This is an optimization exercise on Yosys and OpenROAD, whose aim is a short achievable clock period and few clock cycles, not a production implementation.
Function was checked by simulation only, so behaviour that the tests miss may differ from the original.
No activity file was given, so power comes from the tool's default toggle rates.

**constraint.sdc**
```tcl
create_clock -name core_clock -period 5.0 [get_ports {clk}]
set_input_delay 1.0000 -clock core_clock [delete_from_list [all_inputs] [get_ports {clk}]]
set_output_delay 1.0000 -clock core_clock [all_outputs]
set_load 0.01 [all_outputs]
```
**run.sh**
```bash
#!/bin/bash
# synth_recipe.tcl (not shown) runs the flow's synth.tcl, then flattens the netlist and writes it again
# the make line also repeats each setting of config.mk as NAME=value (left out here)
make -C /OpenROAD-flow-scripts/flow DESIGN_CONFIG=/design/flow/config.mk WORK_HOME=/design/flow/orfs CLKGATE_MAP_FILE= SYNTH_SCRIPT=/design/flow/synth_recipe.tcl finish
```
**design.v**
```verilog
module ALU(
    input  logic [7:0] reg_1,
    input  logic [7:0] reg_2,
    input  logic [2:0] op,
    output logic [7:0] out
);
    always_comb begin
        case (op)
            3'd0: out = reg_1 + reg_2;
            3'd1: out = reg_1 - reg_2;
            3'd2: out = reg_1 & reg_2;
            3'd3: out = reg_1 | reg_2;
            3'd4: out = {7'd0, reg_1 < reg_2};
            3'd5: out = reg_1 ^ reg_2;
            3'd6: out = reg_1 << reg_2[2:0];
            default: out = reg_1 >> reg_2[2:0];
        endcase
    end
endmodule
module reg_file (
    input  logic       clk,
    input  logic       reset,
    input  logic       we,
    input  logic [2:0] RS, RT, RD,
    input  logic [7:0] RD_data,
    output logic [7:0] RS_data, RT_data
);
    logic [7:0] file [1:7];
    always_ff @(posedge clk) begin
        for (int i = 1; i < 8; i++) begin
            if (reset) file[i] <= 8'd0;
            else if (we && RD == i[2:0]) file[i] <= RD_data;
        end
    end
    assign RS_data = (RS == 3'd0) ? 8'd0 : file[RS];
    assign RT_data = (RT == 3'd0) ? 8'd0 : file[RT];
endmodule
module core #(
    parameter logic [7:0] pc_start = 8'd0,
    parameter int WBD = 8,            
    parameter int WBW = 3,            
    parameter int NDC = 8,            
    parameter int DPW = 3             
) (
    input  logic        clk,
    input  logic        reset,
    input  logic [31:0] fw,
    input  logic [3:0]  fvv, fmn,
    input  logic        fcomp, fjmp,
    input  logic [7:0]  nb3,
    input  logic [3:0]  nvv, nmn,
    input  logic        njmp,
    output logic [5:0]  lwa,
    input  logic [31:0] lw,
    input  logic [3:0]  lwv,
    input  logic        port_rd,
    input  logic [8:0]  port_addr,
    input  logic [7:0]  port_data,
    input  logic        nx_rd,
    input  logic [8:0]  nx_a,
    output logic [5:0]  fa,
    output logic        wq_v,
    output logic [8:0]  wq_a,
    output logic        hd_v,
    output logic [8:0]  hd_a,
    output logic [7:0]  hd_d,
    output logic        dr_urg,       
    input  logic        pop
);
    localparam logic [5:0] O_ALU = 6'd0, O_JMP = 6'd2, O_JEQ = 6'd4, O_ALUI = 6'd8,
                           O_LOAD = 6'd32, O_STORE = 6'd40;
    logic [7:0]  fpc;          
    logic [5:0]  fa_r;         
    logic [1:0]  uph;          
    logic [31:0] tmp, tmp2;
    logic        fq_v;
    logic [31:0] fq;
    logic [7:0]  fq_pc;
    logic        fq_rd;        
    logic        e_v, e_alu, e_jeq, e_pt, e_ld, e_st, e_we;
    logic [2:0]  e_cur, e_wa;
    logic [7:0]  e_a, e_b, e_tgt;
    logic [8:0]  e_ad;
    logic [31:0] e_ldw;
    logic [3:0]  e_ldv;
    logic [NDC-1:0] e_dhv;     
    logic        fe_r, fd_r, tk_r;
    logic [2:0]  aop;
    logic [7:0] y;
    ALU alu(.reg_1(e_a), .reg_2(e_b), .op(e_cur), .out(y));
    logic [WBD-1:0][16:0] wb;
    logic [WBD-1:0]       wbv;
    logic [WBW-1:0]       wh, wt;
    logic [WBW:0]         wn;
    wire wb_full = (wn == WBD);
    assign hd_v = (wn != 0);
    assign hd_a = wb[wh][16:8];
    assign hd_d = wb[wh][7:0];
    logic [WBD-1:0] wbm;
    always_comb for (int i = 0; i < WBD; i++) wbm[i] = wbv[i] && (wb[i][16:8] == e_ad);
    wire wb_hit = |wbm;
    logic [NDC-1:0]       dv;
    logic [NDC-1:0][8:0]  dt;
    logic [NDC-1:0][7:0]  dd;
    logic [DPW-1:0]       dptr;
    wire dhit = |e_dhv;
    logic [7:0] dhd;
    always_comb begin
        dhd = 8'd0;
        for (int i = 0; i < NDC; i++) dhd = dhd | (dd[i] & {8{e_dhv[i]}});
    end
    wire       fwd = tk_r ? fd_r : fe_r;      
    wire       ld_code = !e_ad[8];
    wire [7:0] lcb = e_ldw[31 - 8 * e_ad[1:0] -: 8];
    wire       lcv = e_ldv[e_ad[1:0]];
    wire       ld_ready = (ld_code ? lcv : dhit) || fwd;
    wire [7:0] ldd = ld_code ? (lcv ? lcb : port_data) : (dhit ? dhd : port_data);
    wire st_ok  = !wb_full;
    wire stall  = e_v && ((e_ld && !ld_ready) || (e_st && !st_ok));
    wire e_done = e_v && !stall;
    wire taken  = e_v && e_jeq && !e_pt && (e_a == e_b);
    wire [7:0] e_res = e_ld ? ldd : y;
    wire st_en  = e_v && e_st && st_ok;
    wire ld_fill = e_v && e_ld && !ld_code && !dhit && fwd;
    wire d_alloc = (st_en && !dhit) || ld_fill;
    wire [5:0] op  = fq[31:26];
    wire [2:0] rs  = fq[23:21];
    wire [2:0] rt  = fq[18:16];
    wire [2:0] rd  = fq[13:11];
    wire [5:0] fn  = fq[5:0];
    wire [7:0] imm = fq[7:0];
    wire [8:0] ad  = fq[8:0];
    logic [7:0] A0, B0;
    reg_file register_file(
        .clk(clk), .reset(reset), .we(e_v && e_we),
        .RS(rs), .RT(rt), .RD(e_wa),
        .RD_data(e_res), .RS_data(A0), .RT_data(B0)
    );
    wire [7:0] A = (e_v && e_we && e_wa == rs) ? e_res : A0;
    wire [7:0] B = (e_v && e_we && e_wa == rt) ? e_res : B0;
    logic       fk;
    logic [2:0] fcode;
    always_comb begin
        fk = 1'b1;
        case (fn)
            6'd32: fcode = 3'd0;
            6'd34: fcode = 3'd1;
            6'd36: fcode = 3'd2;
            6'd37: fcode = 3'd3;
            6'd42: fcode = 3'd4;
            6'd38: fcode = 3'd5;
            6'd4:  fcode = 3'd6;
            6'd7:  fcode = 3'd7;
            default: begin fcode = 3'd0; fk = 1'b0; end
        endcase
    end
    wire d_alu  = (op == O_ALU);
    wire [2:0] aop_n = (e_v && e_alu) ? e_cur : (e_v && e_jeq) ? 3'd5 : aop;
    wire d_alui = (op == O_ALUI);
    wire d_ld   = (op == O_LOAD) && (rt != 3'd0);     
    wire [2:0] d_wa = d_alu ? rd : rt;
    wire d_same  = (op == O_JEQ) && (rs == rt);
    wire d_redir = fq_v && d_same && !fq_rd;
    wire [7:0] d_tgt = fq_pc + imm;
    logic [NDC-1:0] d_dhv;
    always_comb for (int i = 0; i < NDC; i++)
        d_dhv[i] = (d_alloc && dptr == i[DPW-1:0]) ? (e_ad == ad) : (dv[i] && dt[i] == ad);
    assign lwa = ad[7:2];
    assign fa = fa_r;
    wire [5:0]  fb = fa_r + 6'd1;
    wire [1:0]  o = fpc[1:0];
    wire        aligned = (o == 2'd0);
    wire [63:0] cat = {tmp, tmp2};
    logic [31:0] uword;
    always_comb begin
        case (o)
            2'd1:    uword = cat[55:24];
            2'd2:    uword = cat[47:16];
            default: uword = cat[39:8];
        endcase
    end
    wire [3:0] lo_mask = (o == 2'd1) ? 4'b0001 : (o == 2'd2) ? 4'b0011 : (o == 2'd3) ? 4'b0111 : 4'b0000;
    wire       u_ready = &(fvv | lo_mask) && &(nvv | ~lo_mask);
    wire e_take  = !e_v || e_done;
    wire d_take  = fq_v && e_take;
    wire fq_free = !fq_v || d_take;
    wire a_go   = aligned && (uph == 2'd0) && fcomp;      
    wire u_go   = (uph == 2'd2);                          
    wire f_jmp  = (a_go && fjmp) || (u_go && uword[31:26] == O_JMP);
    wire [7:0] f_jt = u_go ? uword[7:0] : fw[7:0];
    wire f_out  = (a_go || u_go) && !f_jmp && fq_free && !d_redir;
    wire fold   = aligned && njmp;
    always_ff @(posedge clk) begin
        if (reset) begin
            fpc   <= pc_start;
            fa_r  <= pc_start[7:2];
            uph   <= 2'd0;
            fq_v  <= 1'b0;
            e_v   <= 1'b0;
            tk_r  <= 1'b0;
            fe_r  <= 1'b0;
            fd_r  <= 1'b0;
            aop   <= 3'd0;
            wh    <= '0;
            wt    <= '0;
            wn    <= '0;
            wbv   <= '0;
            dv    <= '0;
            dptr  <= '0;
        end else begin
            if (e_v && e_alu) aop <= e_cur;
            if (e_v && e_jeq) aop <= 3'd5;
            if (st_en) begin
                wb[wt] <= {e_ad, e_b};
                wt <= wt + 1'b1;
            end
            if (pop) wh <= wh + 1'b1;
            for (int i = 0; i < WBD; i++) begin
                if (st_en && wt == i[WBW-1:0]) wbv[i] <= 1'b1;
                else if (pop && wh == i[WBW-1:0]) wbv[i] <= 1'b0;
            end
            wn <= wn + st_en - pop;
            if (st_en && dhit) begin
                for (int i = 0; i < NDC; i++) if (e_dhv[i]) dd[i] <= e_b;
            end
            if (d_alloc) begin
                dv[dptr] <= 1'b1;
                dt[dptr] <= e_ad;
                dd[dptr] <= st_en ? e_b : port_data;
                dptr <= dptr + 1'b1;
            end
            tk_r <= d_take;
            fe_r <= nx_rd && (nx_a == e_ad);
            fd_r <= nx_rd && (nx_a == ad);
            if (d_take) begin
                e_v    <= !taken;
                e_alu  <= d_alu;
                e_jeq  <= (op == O_JEQ);
                e_pt   <= d_same;
                e_ld   <= d_ld;
                e_st   <= (op == O_STORE);
                e_we   <= (d_alu || d_alui || d_ld) && (d_wa != 3'd0);
                e_cur  <= (d_alu && fk) ? fcode : aop_n;
                e_wa   <= d_wa;
                e_a    <= A;
                e_b    <= d_alui ? imm : B;
                e_ad   <= ad;
                e_tgt  <= d_tgt;
                e_ldw  <= lw;
                e_ldv  <= lwv;
                e_dhv  <= d_dhv;
            end else if (e_done || taken) e_v <= 1'b0;
            if (taken) fq_v <= 1'b0;
            else if (f_out) begin
                fq_v  <= 1'b1;
                fq    <= u_go ? uword : fw;
                fq_pc <= fpc;
                fq_rd <= 1'b0;
            end else begin
                if (d_take) fq_v <= 1'b0;
                if (d_redir) fq_rd <= 1'b1;
            end
            if (taken) begin
                fpc  <= e_tgt;
                fa_r <= e_tgt[7:2];
                uph  <= 2'd0;
            end else if (d_redir) begin
                fpc  <= d_tgt;
                fa_r <= d_tgt[7:2];
                uph  <= 2'd0;
            end else if (f_jmp) begin
                fpc  <= f_jt;
                fa_r <= f_jt[7:2];
                uph  <= 2'd0;
            end else if (f_out) begin
                uph <= 2'd0;
                if (u_go) begin
                    fpc <= fpc + 8'd4;           
                end else if (fold) begin
                    fpc  <= nb3;
                    fa_r <= nb3[7:2];
                end else begin
                    fpc  <= fpc + 8'd4;
                    fa_r <= fb;
                end
            end else if (!aligned && uph == 2'd0 && u_ready) begin
                tmp  <= fw;
                uph  <= 2'd1;
                fa_r <= fb;
            end else if (uph == 2'd1) begin
                tmp2 <= fw;
                uph  <= 2'd2;
            end
        end
    end
    wire       xa_p = port_rd && !port_addr[8] && (port_addr[7:2] == fa_r);
    wire       xb_p = port_rd && !port_addr[8] && (port_addr[7:2] == fb);
    wire       xa_w = wq_v && !wq_a[8] && (wq_a[7:2] == fa_r);
    wire       xb_w = wq_v && !wq_a[8] && (wq_a[7:2] == fb);
    wire [3:0] ea = (xa_p ? (4'b0001 << port_addr[1:0]) : 4'b0000) | (xa_w ? (4'b0001 << wq_a[1:0]) : 4'b0000);
    wire [3:0] eb = (xb_p ? (4'b0001 << port_addr[1:0]) : 4'b0000) | (xb_w ? (4'b0001 << wq_a[1:0]) : 4'b0000);
    function automatic logic [2:0] pick(input logic [3:0] m);
        if (m[0])      pick = 3'b100;
        else if (m[3]) pick = 3'b111;
        else if (m[1]) pick = 3'b101;
        else if (m[2]) pick = 3'b110;
        else           pick = 3'b000;
    endfunction
    wire [3:0] m0 = (aligned ? fmn : (~lo_mask & ~fvv)) & ~ea;
    wire [3:0] m1 = (aligned ? nmn : (lo_mask & ~nvv)) & ~eb;
    wire [2:0] p0 = pick(m0);
    wire [2:0] p1 = pick(m1);
    wire ld_pend = wq_v && (wq_a == e_ad);
    wire ld_miss = e_v && e_ld && !fwd && !ld_pend &&
                   (ld_code ? !lcv : (!dhit && !wb_hit));
    always_ff @(posedge clk) begin
        if (reset) begin
            wq_v <= 1'b0;
            wq_a <= 9'd0;
            dr_urg <= 1'b0;
        end else begin
            dr_urg <= e_v && ((e_st && wb_full) || (e_ld && !ld_code && !dhit && wb_hit));
            wq_v <= 1'b0;
            if (ld_miss) begin
                wq_v <= 1'b1;
                wq_a <= e_ad;
            end else if (uph == 2'd0 && p0[2]) begin
                wq_v <= 1'b1;
                wq_a <= {1'b0, fa_r, p0[1:0]};
            end else if (uph == 2'd0 && p1[2] && (!aligned || !fjmp)) begin
                wq_v <= 1'b1;
                wq_a <= {1'b0, fb, p1[1:0]};
            end
        end
    end
endmodule
module bus #(
    parameter int SD = 16             
) (
    input  logic        clk,
    input  logic        reset,
    output logic [1:0][31:0] fw,
    output logic [1:0][3:0]  fvv, fmn, nvv, nmn,
    output logic [1:0]       fcomp, fjmp, njmp,
    output logic [1:0][7:0]  nb3,
    input  logic [5:0]  lwa0, lwa1,
    output logic [31:0] lw0, lw1,
    output logic [3:0]  lwv0, lwv1,
    input  logic [5:0]  fa0, fa1,
    input  logic        wq_v0, wq_v1,
    input  logic [8:0]  wq_a0, wq_a1,
    input  logic        hd_v0, dr0, hd_v1, dr1,
    input  logic [8:0]  hd_a0, hd_a1,
    input  logic [7:0]  hd_d0, hd_d1,
    output logic        pop0, pop1,
    output logic        nx_rd,
    output logic [8:0]  nx_a,
    output logic        port_rd,
    output logic [8:0]  RAM_address,
    output logic [7:0]  RAM_data_in,
    input  logic [7:0]  RAM_data_out,
    output logic        rw
);
    localparam logic [5:0] O_JMP = 6'd2, O_JEQ = 6'd4, O_ALUI = 6'd8;
    logic [3:0][5:0]  bt;          
    logic [3:0][31:0] bd;
    logic [3:0][3:0]  bv;
    logic [15:0] fh, fl;           
    wire       fill = port_rd && !RAM_address[8];
    wire [5:0] fwd_w = RAM_address[7:2];
    wire [1:0] fk = RAM_address[1:0];
    wire [5:0] tg [0:3];
    assign tg[0] = fa0;
    assign tg[1] = fa0 + 6'd1;
    assign tg[2] = fa1;
    assign tg[3] = fa1 + 6'd1;
    always_ff @(posedge clk) begin
        for (int k = 0; k < 4; k++) begin
            if (reset) begin
                bt[k] <= 6'd0;
                bv[k] <= 4'b0000;
            end else if (bt[k] != tg[k]) begin
                bt[k] <= tg[k];
                if (bt[k ^ 1] == tg[k]) begin
                    bv[k] <= bv[k ^ 1];
                    bd[k] <= bd[k ^ 1];
                end else bv[k] <= 4'b0000;
            end else if (fill && fwd_w == bt[k]) begin
                bv[k][fk] <= 1'b1;
                bd[k][31 - 8 * fk -: 8] <= RAM_data_out;
            end
        end
    end
    logic [3:0][31:0] sd;
    logic [3:0][3:0]  sv, smn;
    logic [3:0]       scomp, sjmp;
    always_comb begin
        for (int k = 0; k < 4; k++) begin
            logic ha, hb, isj, no2;
            logic [3:0] nd;
            ha = (bt[k & 2] == tg[k]);
            hb = (bt[k | 1] == tg[k]);
            sd[k] = ha ? bd[k & 2] : bd[k | 1];
            sv[k] = ha ? bv[k & 2] : hb ? bv[k | 1] : 4'b0000;
            isj = sv[k][0] && (sd[k][31:26] == O_JMP);
            no2 = sv[k][0] && (sd[k][31:26] == O_JEQ || sd[k][31:26] == O_ALUI);
            nd = !sv[k][0] ? 4'b1111 : isj ? 4'b1001 : no2 ? 4'b1011 : 4'b1111;
            smn[k] = (ha || hb) ? (nd & ~sv[k]) : 4'b0000;
            scomp[k] = (ha || hb) && ((nd & ~sv[k]) == 4'b0000);
            sjmp[k] = isj && sv[k][3];
        end
    end
    always_comb begin
        for (int c = 0; c < 2; c++) begin
            fw[c]    = sd[2 * c];
            fvv[c]   = sv[2 * c];
            fmn[c]   = smn[2 * c];
            fcomp[c] = scomp[2 * c];
            fjmp[c]  = sjmp[2 * c];
            nb3[c]   = sd[2 * c + 1][7:0];
            nvv[c]   = sv[2 * c + 1];
            nmn[c]   = smn[2 * c + 1];
            njmp[c]  = sjmp[2 * c + 1];
        end
    end
    wire [63:0][3:0] cv = '0;
    assign lw0 = 32'd0;  assign lwv0 = 4'b0000;
    assign lw1 = 32'd0;  assign lwv1 = 4'b0000;
    logic       s0v, s1v, bgv;
    logic [7:0] s0a, s1a, bga;
    logic [5:0] s0p, s1p, sp, fa0q, fa1q;
    function automatic logic [3:0] excl(input logic [5:0] w, input logic pv, input logic [8:0] pa,
                                        input logic qv, input logic [7:0] qa);
        excl = ((pv && !pa[8] && pa[7:2] == w) ? (4'b0001 << pa[1:0]) : 4'b0000) |
               ((qv && qa[7:2] == w) ? (4'b0001 << qa[1:0]) : 4'b0000);
    endfunction
    function automatic logic [1:0] first(input logic [3:0] m);
        first = m[0] ? 2'd0 : m[1] ? 2'd1 : m[2] ? 2'd2 : 2'd3;
    endfunction
    wire [5:0] d0s = s0p - fa0;
    wire [5:0] d1s = s1p - fa1;
    wire [5:0] j0  = fa0 - fa0q;
    wire [5:0] j1  = fa1 - fa1q;
    wire s0in = (d0s >= 6'd1) && (d0s <= SD);
    wire s1in = (d1s >= 6'd1) && (d1s <= SD);
    wire s0bh = (d0s < 6'd1) || (d0s > 6'd48) || (j0 > SD && j0 <= 6'd32);
    wire s1bh = (d1s < 6'd1) || (d1s > 6'd48) || (j1 > SD && j1 <= 6'd32);
    wire [3:0] s0m = ~cv[s0p] & ~excl(s0p, port_rd, RAM_address, s0v, s0a);
    wire [3:0] s1m = ~cv[s1p] & ~excl(s1p, port_rd, RAM_address, s1v, s1a);
    wire [3:0] spm = ~cv[sp]  & ~excl(sp,  port_rd, RAM_address, bgv, bga);
    logic s0c, s1c, spc, s0mv, s1mv, spmv;
    always_ff @(posedge clk) begin
        if (reset) begin
            s0p <= 6'd1; s1p <= 6'd2; sp <= 6'd0;
            fa0q <= 6'd0; fa1q <= 6'd1;
            s0v <= 1'b0; s1v <= 1'b0; bgv <= 1'b0;
            s0a <= 8'd0; s1a <= 8'd0; bga <= 8'd0;
            s0c <= 1'b0; s1c <= 1'b0; spc <= 1'b0;
            s0mv <= 1'b0; s1mv <= 1'b0; spmv <= 1'b0;
        end else begin
            fa0q <= fa0;
            fa1q <= fa1;
            s0mv <= 1'b0;
            s1mv <= 1'b0;
            spmv <= 1'b0;
            if (s0bh) begin s0p <= fa0 + 6'd1; s0mv <= 1'b1; end
            else if (s0in && s0c && !s0mv) begin s0p <= s0p + 6'd1; s0mv <= 1'b1; end
            if (s1bh) begin s1p <= fa1 + 6'd1; s1mv <= 1'b1; end
            else if (s1in && s1c && !s1mv) begin s1p <= s1p + 6'd1; s1mv <= 1'b1; end
            if (spc && !spmv) begin sp <= sp + 6'd1; spmv <= 1'b1; end
            s0c <= !(|s0m);
            s1c <= !(|s1m);
            spc <= !(|spm);
            s0v <= 1'b0;
            s0a <= {s0p, first(s0m)};
            s1v <= 1'b0;
            s1a <= {s1p, first(s1m)};
            bgv <= 1'b0;
            bga <= {sp, first(spm)};
        end
    end
    logic [2:0] wt0, wt1;
    logic       rr;
    wire r0 = wq_v0 || dr0;
    wire r1 = wq_v1 || dr1;
    wire pri = (&wt0) ? 1'b0 : 1'b1;
    logic       sel_v, sel_w, sel_c;
    logic [8:0] sel_a;
    logic [7:0] sel_d;
    always_comb begin
        sel_v = 1'b1;
        sel_w = 1'b0;
        sel_c = 1'b0;
        sel_a = {1'b0, bga};
        sel_d = 8'd0;
        if (r0 || r1) begin
            sel_c = (r0 && r1) ? pri : r1;
            sel_w = sel_c ? dr1 : dr0;
            if (sel_w) begin
                sel_a = sel_c ? hd_a1 : hd_a0;
                sel_d = sel_c ? hd_d1 : hd_d0;
            end else begin
                sel_a = sel_c ? wq_a1 : wq_a0;
            end
        end else if (s1v) begin
            sel_a = {1'b0, s1a};
        end else if (hd_v0 || hd_v1) begin
            sel_w = 1'b1;
            sel_c = (hd_v0 && hd_v1) ? rr : hd_v1;
            sel_a = sel_c ? hd_a1 : hd_a0;
            sel_d = sel_c ? hd_d1 : hd_d0;
        end else if (s0v) begin
            sel_a = {1'b0, s0a};
        end else if (!bgv) begin
            sel_v = 1'b0;
        end
    end
    assign pop0  = sel_v && sel_w && !sel_c;
    assign pop1  = sel_v && sel_w && sel_c;
    assign nx_rd = sel_v && !sel_w;
    assign nx_a  = sel_a;
    always_ff @(posedge clk) begin
        if (reset) begin
            rr <= 1'b0;
            wt0 <= 3'd0;
            wt1 <= 3'd0;
            port_rd <= 1'b0;
            rw <= 1'b0;
            RAM_address <= 9'd0;
            RAM_data_in <= 8'd0;
            fh <= 16'd0;
            fl <= 16'd0;
        end else begin
            wt0 <= (r0 && !(sel_v && !sel_c)) ? wt0 + 3'd1 : 3'd0;
            wt1 <= (r1 && !(sel_v && sel_c)) ? wt1 + 3'd1 : 3'd0;
            if (sel_w) rr <= !sel_c;
            rw <= sel_v && sel_w;
            port_rd <= sel_v && !sel_w;
            fh <= (sel_v && !sel_w && !sel_a[8]) ? (16'd1 << sel_a[7:4]) : 16'd0;
            fl <= 16'd1 << sel_a[3:0];
            if (sel_v) begin
                RAM_address <= sel_a;
                RAM_data_in <= sel_d;
            end
        end
    end
endmodule
`timescale 1ns/1ps
module top(
    input clk,
    input rst,
    output [8:0] RAM_address,
    output [7:0] RAM_data_in,
    input  [7:0] RAM_data_out,
    output RAM_rw
);
    wire [1:0][31:0] fw;
    wire [1:0][3:0]  fvv, fmn, nvv, nmn;
    wire [1:0]       fcomp, fjmp, njmp;
    wire [1:0][7:0]  nb3;
    wire [5:0]  lwa0, lwa1, fa0, fa1;
    wire [31:0] lw0, lw1;
    wire [3:0]  lwv0, lwv1;
    wire        wq_v0, wq_v1;
    wire [8:0]  wq_a0, wq_a1;
    wire        hd_v0, dr0, hd_v1, dr1, pop0, pop1;
    wire [8:0]  hd_a0, hd_a1;
    wire [7:0]  hd_d0, hd_d1;
    wire        port_rd, nx_rd;
    wire [8:0]  nx_a;
    core #(.pc_start(8'd0)) core0 (
        .clk(clk), .reset(rst),
        .fw(fw[0]), .fvv(fvv[0]), .fmn(fmn[0]), .fcomp(fcomp[0]), .fjmp(fjmp[0]),
        .nb3(nb3[0]), .nvv(nvv[0]), .nmn(nmn[0]), .njmp(njmp[0]),
        .lwa(lwa0), .lw(lw0), .lwv(lwv0),
        .port_rd(port_rd), .port_addr(RAM_address), .port_data(RAM_data_out),
        .nx_rd(nx_rd), .nx_a(nx_a), .fa(fa0),
        .wq_v(wq_v0), .wq_a(wq_a0),
        .hd_v(hd_v0), .hd_a(hd_a0), .hd_d(hd_d0), .dr_urg(dr0), .pop(pop0)
    );
    core #(.pc_start(8'd4)) core1 (
        .clk(clk), .reset(rst),
        .fw(fw[1]), .fvv(fvv[1]), .fmn(fmn[1]), .fcomp(fcomp[1]), .fjmp(fjmp[1]),
        .nb3(nb3[1]), .nvv(nvv[1]), .nmn(nmn[1]), .njmp(njmp[1]),
        .lwa(lwa1), .lw(lw1), .lwv(lwv1),
        .port_rd(port_rd), .port_addr(RAM_address), .port_data(RAM_data_out),
        .nx_rd(nx_rd), .nx_a(nx_a), .fa(fa1),
        .wq_v(wq_v1), .wq_a(wq_a1),
        .hd_v(hd_v1), .hd_a(hd_a1), .hd_d(hd_d1), .dr_urg(dr1), .pop(pop1)
    );
    bus system_bus (
        .clk(clk), .reset(rst),
        .fw(fw), .fvv(fvv), .fmn(fmn), .nvv(nvv), .nmn(nmn),
        .fcomp(fcomp), .fjmp(fjmp), .njmp(njmp), .nb3(nb3),
        .lwa0(lwa0), .lwa1(lwa1), .lw0(lw0), .lw1(lw1), .lwv0(lwv0), .lwv1(lwv1),
        .fa0(fa0), .fa1(fa1),
        .wq_v0(wq_v0), .wq_v1(wq_v1), .wq_a0(wq_a0), .wq_a1(wq_a1),
        .hd_v0(hd_v0), .dr0(dr0), .hd_v1(hd_v1), .dr1(dr1),
        .hd_a0(hd_a0), .hd_a1(hd_a1), .hd_d0(hd_d0), .hd_d1(hd_d1),
        .pop0(pop0), .pop1(pop1),
        .nx_rd(nx_rd), .nx_a(nx_a),
        .port_rd(port_rd),
        .RAM_address(RAM_address), .RAM_data_in(RAM_data_in),
        .RAM_data_out(RAM_data_out), .rw(RAM_rw)
    );
endmodule
```
**config.mk**
```make
export PLATFORM = sky130hd
export DESIGN_NAME = top
export DESIGN_NICKNAME = top
export VERILOG_FILES = /design/flow/design.v
export SDC_FILE = /design/flow/constraint.sdc
export NUM_CORES = 4
export LEC_CHECK = 0
export ABC_CLOCK_PERIOD_IN_PS = 2500
export CAP_MARGIN = 20
export CORE_MARGIN = 2
export CORE_UTILIZATION = 50
export SETUP_SLACK_MARGIN = 1.5
export SLEW_MARGIN = 20
export TNS_END_PERCENT = 5
```
==> summary.txt, run 1 <==
Worst Tran Pin Value = 1.19 ns
number of distinct library cells after synthesis = 116
endpoint type of the worst setup path = flip-flop
x dimension of the die = 388 um
setup repair after global routing missed its margin = true
area of the die = 151000 um^2
Avg Vias per Cell = 6.48
Layout Cells excl Fill = 9313
share of the clock period used by the worst path after layout = 0.709
Mapped Area = 73800 um^2
Mapped Nets = 7499
required time at the worst-slack endpoint = 5.66 ns
synthesized flop and latch total = 1255
critical path launch point = core1.fa_r[0]
Place WS = 0.724 ns
clock transition time at the flip-flop clock pins of the worst setup and hold paths = 0.06 ns
Total Negative Setup Slacks = 0 ns
cell at the root of the clock tree = clkbuf_16
Setup Viol. Count Final = 0
cell area power density = 317 nW/um^2
ys async rst share = 0
data arrival time at the worst-slack endpoint = 4.21 ns
maximum number of pins on one net before global-route repair = 137
class of the most critical setup path = reg -> reg
detailed placer's ending HPWL = 166000 um
Reg-to-Reg Start = core1.fa_r[0]
source of the worst hold timing path = system_bus.wt0[0]
DRC = 0
number of H-tree branching levels = 4
time the final worst path needs with I/O delays and setup = 3.55 ns
clock sink count = 1255
CP Launch Type = flip-flop
Global Route Usage Sum = 0.315
count of routing violations after the opening detailed-route iteration = 6961
Post-Place Cells = 8936
clock buffers created by TritonCTS = 143
mean cell area of the mapped netlist = 10.1 um^2
max-capacitance violation count = 0
result of the run = no timing/DRC/antenna violations
total number of yosys warnings = 22
io pins = 28
most frequently used flop master after synthesis = edfxtp_1
number of antenna violations at the first check in global routing = 9
cell area after layout = 82700 um^2
routability-driven placement congestion ratio = 0.920
worst reg2reg path depth = 14
Lkg Pwr = 30.1 nW
Fillers = 12700
critical path fanouts, max = 16
Clock Latency Late Sink = 0.79 ns
Seq/Total Area, Yosys = 0.451
vias in the first global route = 56500
area growth from synthesis to final layout = 12.1%
starting density of the core = 0.505
TritonCTS clock tree = built
Max Clk Rate = 282 MHz
Min-Delay Path Depth = 1
Clock Skew = 0.0303 ns
die height = 388 um
row cnt = 140
remaining global-route overflow = 0
fin worst setup slack = 1.45 ns
vias post-DR = 60400
global-route wire length before repair = 366000 um
final antenna-violating net count = 0
fraction of final layout cells sized beyond drive strength 1 = 0.152
final wirelength = 245000 um
Core Footprint = 146000 um^2
Tightest Hold Check Type = reg -> reg
total cell area at the placement stage = 76200 um^2
Slew Limit Fails = 0
number of instances in the synthesized netlist = 7330
routed length per placed instance = 26.3 um
count of port buffers added during placement = 27
Worst VDD drop = 0.311 mV
number of nets in the layout = 7439
hold violation count in the final report = 0
maximum clock insertion buffer count = 3
max_slew headroom = 0.205
Post-synth EDFFs = 816
drt pass-1 iters = 9
[stage by stage]
stage | power, mW | hold WS [ns] | utilization
final | 26.2 | 0.432 | 0.566
after global placement | 15.6 | 0.421 | 0.522
after floorplan | 14.3 | 0.408 | -
after global routing | 27.1 | 0.456 | 0.566
after CTS | 26.3 | 0.435 | 0.561
after detailed placement | 15.7 | 0.427 | 0.522
[timing repair]
item | in CTS | in global routing
gates cloned | 0 | 3
gates resized for setup | 94 | 103
setup endpoints to repair | 438 | 416
hold buffers | 0 | 0
pin swaps | 11 | 22
buffers inserted | 64 | 39
[cell usage after synthesis (182+ instances only)]
master    count  area, um^2
a21oi_1     424        2120
a22o_1      283        2480
clkbuf_1    457        1720
dfxtp_1     439        8790
edfxtp_1    816       24500
inv_1       182         683
mux2_2      208        2340
mux2i_1     303        3030
nand2_1     714        2680
nor2_1      600        2250
o21ai_0     374        1870
xnor2_1     237        2080
xor2_1      301        2640
[worst paths after layout]
check,to,slack [ns]
hold / removal,system_bus.wt0[0],0.43
setup reg to reg,core1.wq_a[2],1.45
setup / recovery,core1.wq_a[2],1.45
hold reg to reg,system_bus.wt0[0],0.43
[power breakdown]
part / leakage, nW / internal, mW / total (mW) / switching (mW)
combinational: 16.8 / 1.22 / 3.49 / 2.27
sequential: 11.0 / 11.5 / 12.2 / 0.616
clock: 2.28 / 6.08 / 10.6 / 4.52
[registers in the layout (all words and copies together) (netlist names), 56 cells and up, named ones only]
signal	flops
core0.dd	64
core0.dt	72
core0.register_file.file	56
core0.wb	136
core1.dd	64
core1.dt	72
core1.register_file.file	56
core1.wb	136
system_bus.bd	120
[critical path: stages, from the launching register on]
cell	delay, ns
dfxtp_4	0.41
buf_4	0.18
and3_4	0.26
and3_4	0.25
xnor3_1	0.28
and2_4	0.18
buf_8	0.15
a221oi_4	0.33
o32ai_2	0.15
or3b_4	0.42
a311oi_4	0.32
buf_4	0.20
clkbuf_16	0.14
nand2b_1	0.05
o311a_1	0.11
[layout by cell type (no fill, tap or decap), types with 181 or more instances in the layout]
cell type / synthesis / routed
nor2_1: 600 / 574
edfxtp_1: 816 / 816
o21ai_0: 374 / 368
dfxtp_1: 439 / 427
inv_1: 182 / 181
buf_4: 9 / 315
mux2_2: 208 / 208
a22o_1: 283 / 283
xor2_1: 301 / 300
a21oi_1: 424 / 419
mux2i_1: 303 / 299
nand2_1: 714 / 706
xnor2_1: 237 / 233
[cells by family (layout without fill, tap and decap cells)]
group | count (synthesis) | after routing | synth area share
AOI/OAI and AO/OA | 1982 | 1982 | 0.184
xor gates and xnor gates | 556 | 556 | 0.0693
adders and majority gates | 159 | 159 | 0.0278
buffers and inverters | 778 | 836 | 0.0416
DFF | 1255 | 1255 | 0.451
muxes | 606 | 606 | 0.102
other | 0 | 8 | 0
and+or+nand+nor | 1994 | 1994 | 0.124
[routing by layer]
layer,share of wire,track usage,vias up
li1,-,-,27200
met1,0.43,0.459,29700
met2,0.45,0.476,2930
met3,0.091,0.0539,460
met4,0.033,0.101,4
met5,0.00011,0,-
[final cells by class]
type / count / area [um^2] / area share
tap: 1917 / 2400 / 0.0290
timing repair buffer: 379 / 3200 / 0.0387
antenna: 8 / 20.0 / 0.000242
clock buffer: 203 / 4080 / 0.0494
inverter: 194 / 743 / 0.00899
clock inverter: 60 / 559 / 0.00676
sequential: 1255 / 33300 / 0.403
multi-input combinational: 5297 / 38400 / 0.464
Testbench counts, summed over its fixed seeds: cycles 105,701.
==> run 2, diff against run 1 <==
==> config.mk (replaced) <==
export PLATFORM = sky130hd
export DESIGN_NAME = top
export DESIGN_NICKNAME = top
export VERILOG_FILES = /design/flow/design.v
export SDC_FILE = /design/flow/constraint.sdc
export NUM_CORES = 4
export LEC_CHECK = 0
export ABC_CLOCK_PERIOD_IN_PS = 2000
export CAP_MARGIN = 20
export CORE_MARGIN = 2
export CORE_UTILIZATION = 60
export PLACE_DENSITY = 0.7
export SETUP_SLACK_MARGIN = 2.5
export SLEW_MARGIN = 20
export TNS_END_PERCENT = 10
==> run 2 against run 1 <==
  * Still clean on timing, DRC and antenna
  * First-iteration DRC count grew 38%
  * Largest cell class unchanged
  * Largest power group unchanged
  * Sequential share of layout area fell by 2.1 points
  * Register-to-register slack better by 0.02 ns
  * Clock skew decreased by 0.0056 ns
==> summary.txt, run 2 <==
result of the run = no timing/DRC/antenna violations
area share of the largest cell type after synthesis = 0.332 (unchanged)
area of the die = 126000 um^2 (-17%)
main combinational cell family by area after synthesis = compound AO/OA/AOI/OAI gates
TritonCTS clock tree = built
Setup Viol. Count Final = 0 (unchanged)
count leader, synth = edfxtp_1
Fillers = 8802 (-31%)
most frequent cells in the layout = edfxtp_1 (816), nand2_1 (684), nor2_1 (564)
max_slew headroom = 0.172 (-0.0335)
DRC = 0 (unchanged)
time the final worst path needs with I/O delays and setup = 3.52 ns (-0.0224 ns)
Total Negative Setup Slacks = 0 ns (unchanged)
ys async rst share = 0 (unchanged)
drt pass-1 iters = 7 (-2)
mean cell area of the mapped netlist = 10.1 um^2 (unchanged)
setup repair after global routing missed its margin = true
number of antenna violations at the first check in global routing = 5 (-4)
area growth from synthesis to final layout = 18.4%
remaining global-route overflow = 0 (unchanged)
total met3 wirelength after detailed routing = 30900 um (+38%)
Clock Skew = 0.0247 ns (-0.00562 ns)
cell taking the most area after synthesis = edfxtp_1
adder-cell share of the synthesized area = 0.0278 (unchanged)
cell at the root of the clock tree = clkbuf_16
number of nets in the layout = 7750 (+4.2%)
highest layer used for signal routing = met5
met1 layer wirelength in the final routing = 100000 um (-4.7%)
Clock Latency Late Sink = 0.79 ns (about the same)
vias in the first global route = 59400 (+5.0%)
Max Clk Rate = 284 MHz (+0.63%)
total cell area at the placement stage = 76000 um^2 (-0.20%)
synthesized-area fraction occupied by and/or/nand/nor cells = 0.124 (unchanged)
starting density of the core = 0.605 (+0.100)
most frequently used flop master after synthesis = edfxtp_1
Slew Limit Fails = 0 (unchanged)
largest registers = core0.wb (136), core1.wb (136), system_bus.bd (120)
final wirelength = 252000 um (+2.9%)
clock transition time at the flip-flop clock pins of the worst setup and hold paths = 0.06 ns (about the same)
CTS Hold Buffers Added = 0 (unchanged)
Mapped Area = 73800 um^2 (unchanged)
critical path fanouts, max = 8 (-8)
maximum clock insertion buffer count = 3 (unchanged)
required time at the worst-slack endpoint = 5.69 ns (+0.03 ns)
io pins = 28 (unchanged)
x dimension of the die = 355 um (-8.6%)
detailed placer's ending HPWL = 166000 um (+0.44%)
Worst Tran Pin Value = 1.24 ns (+0.0482 ns)
Global Route Usage Sum = 0.384 (+0.0692)
Avg Vias per Cell = 6.84 (+5.5%)
number of H-tree branching levels = 4 (unchanged)
CP Launch Type = flip-flop
Reg-to-Reg Start = core0.fa_r[0]
endpoint type of the worst setup path = flip-flop
routed length per placed instance = 27.0 um (+2.8%)
Post-Place Cells = 8665 (-3.0%)
FF+latch area = 33400 um^2 (+0.12%)
fraction of final layout cells sized beyond drive strength 1 = 0.220 (+0.0676)
maximum number of pins on one net before global-route repair = 160 (+17%)
Core Footprint = 122000 um^2 (-17%)
count of routing violations after the opening detailed-route iteration = 9634 (+38%)
source of the worst hold timing path = system_bus.wt0[0]
Worst VDD drop = 0.403 mV (+30%)
clock sink count = 1255 (unchanged)
global-route wire length before repair = 373000 um (+1.8%)
cell area power density = 301 nW/um^2 (-5.1%)
number of distinct library cells after synthesis = 116 (unchanged)
Post-synth EDFFs = 816 (unchanged)
critical path launch point = core0.fa_r[0]
Multi-input gate area = 40100 um^2 (+4.6%)
leading cell type in the layout, fill and taps excluded = edfxtp_1
share of the clock period used by the worst path after layout = 0.705 (-0.00447)
multiplexer share of the synthesized area = 0.102 (unchanged)
most frequent cells after synthesis = edfxtp_1 (816), nand2_1 (714), nor2_1 (600)
Seq/Total Area, Yosys = 0.451 (unchanged)
max-capacitance violation count = 0 (unchanged)
Layout Cells excl Fill = 9321 (+0.086%)
count of port buffers added during placement = 27 (unchanged)
total number of yosys warnings = 22 (unchanged)
die height = 355 um (-8.6%)
final antenna-violating net count = 0 (unchanged)
met2 layer wire length in the routed design = 108000 um (-0.63%)
synthesized flop and latch total = 1255 (unchanged)
number of instances in the synthesized netlist = 7330 (unchanged)
vias post-DR = 63700 (+5.6%)
Lkg Pwr = 32.2 nW (+7.0%)
data arrival time at the worst-slack endpoint = 4.21 ns (about the same)
synthesized-area fraction occupied by ao, oa, aoi and oai cells = 0.184 (unchanged)
hold violation count in the final report = 0 (unchanged)
synthesized-area fraction occupied by xor and xnor cells = 0.0693 (unchanged)
routability-driven placement congestion ratio = 0.990 (+7.6%)
Mapped Nets = 7499 (unchanged)
leading post-synthesis cells by cell area = edfxtp_1 (33%), dfxtp_1 (12%), mux2i_1 (4.1%)
row cnt = 128 (-8.6%)
class of the most critical setup path = reg -> reg
Tightest Hold Check Type = reg -> reg
clock buffers created by TritonCTS = 137 (-4.2%)
cell area after layout = 87400 um^2 (+5.6%)
[run 2: cell counts after synthesis]
No cell type changed its count.
[run 2: kinds of logic (layout without fill, tap and decap cells)]
group | after synthesis | count (layout)
AOI/OAI and AO/OA | 1982 | 1982
DFF | 1255 | 1255
xor gates and xnor gates | 556 | 556
buffers and inverters | 778 | 1136
adders and majority gates | 159 | 159
other | 0 | 2
and+or+nand+nor | 1994 | 2000
muxes | 606 | 606
[run 2: final timing paths]
| check | endpoint | slack [ns] | cells past startpoint |
|---|---|---|---|
| hold reg to reg | system_bus.wt0[0] | 0.44 | 1 |
| setup reg to reg | core0.wq_a[5] | 1.48 | 16 |
| setup / recovery | core0.wq_a[5] | 1.48 | 16 |
| hold / removal | system_bus.wt0[0] | 0.44 | 1 |
[run 2: routing by layer]
| layer | GRT usage | up-vias |
|---|---|---|
| met5 | 0 | - |
| met4 | 0.165 | 4 |
| met3 | 0.0859 | 714 |
| met2 | 0.558 | 4212 |
| met1 | 0.553 | 31000 |
| li1 | - | 27800 |
[run 2: through the flow]
stage | total power [mW] | setup WS (ns) | hold slack, ns | utilization
2_1_floorplan | 14.3 | 1.02 | 0.408 | -
3_3_place_gp | 15.6 | 0.792 | 0.425 | 0.624
3_5_place_dp | 15.7 | 0.777 | 0.428 | 0.624
4_1_cts | 25.9 | 1.46 | 0.436 | 0.693
5_1_grt | 27.0 | 1.43 | 0.447 | 0.717
6_report | 26.3 | 1.48 | 0.436 | 0.717
[run 2: layout make-up]
class | instances | share of cell area
repair buffers | 690 | 0.0753
clock inverters | 70 | 0.00812
inverters | 194 | 0.00908
well taps | 1625 | 0.0233
clock buffers | 182 | 0.0429
diodes | 2 | 0.0000573
flip-flops and latches | 1255 | 0.382
multi-input cells | 5303 | 0.460
[run 2: timing repair]
action	in CTS	in global routing
resized for setup	364	392
gates cloned	21	3
buffers inserted	232	146
pin swaps	86	122
setup endpoints to repair	1689	1639
[run 2: worst max-delay path, stage by stage (launching register included)]
cell and delay [ns]:
dfxtp_4 0.36, buf_12 0.15, buf_6 0.11, buf_6 0.12
xor2_2 0.18, nand4b_1 0.24, buf_4 0.18, nor2_4 0.19
a32o_2 0.26, a211oi_4 0.06, o41ai_4 0.44, buf_6 0.17
nand3b_1 0.09, o31ai_2 0.21, buf_6 0.19, mux2_4 0.31
and2_4 0.15
[run 2: power by group]
part           internal, mW  total, mW  switching, mW  leakage, nW
sequential             11.5       12.1          0.583         11.0
clock                  5.79       10.2           4.45         2.18
combinational          1.47       3.95           2.48         19.0

## separate check: timing with driven ports
The flow's constraints put no driver on any port. The routed layouts listed below were extracted and timed again, unchanged, in two steps. Step 1: set_driving_cell puts a clkbuf_16 on clk and a buf_2 on each other input, an assumption about the parent block. Step 2 times the ports against the registers' clock, not the clock port: input delays grow and output delays shrink by t, the midpoint of the rising clock arrivals with the driver on. Three values: ideal ports, drivers, drivers and shift; two values: the first two.
| run | shift t [ns] | slack for setup (ns) | latest minus earliest clock arrival (ns) | worst slew at a driven data input, ns | pins driven straight from the clock port |
|---|---|---|---|---|---|
| run 1 | 0.849 | 1.453 / 1.453 / 1.208 | 0.033 / 0.033 | 0.05 | 1 |
| run 2 | 0.861 | 1.476 / 1.476 / 1.295 | 0.029 / 0.029 | 0.09 | 1 |
After both steps every run listed still meets setup and hold. The setup slack of run 1, which loses most, moves by 0.000 ns with the drivers and by -0.245 ns with both steps.
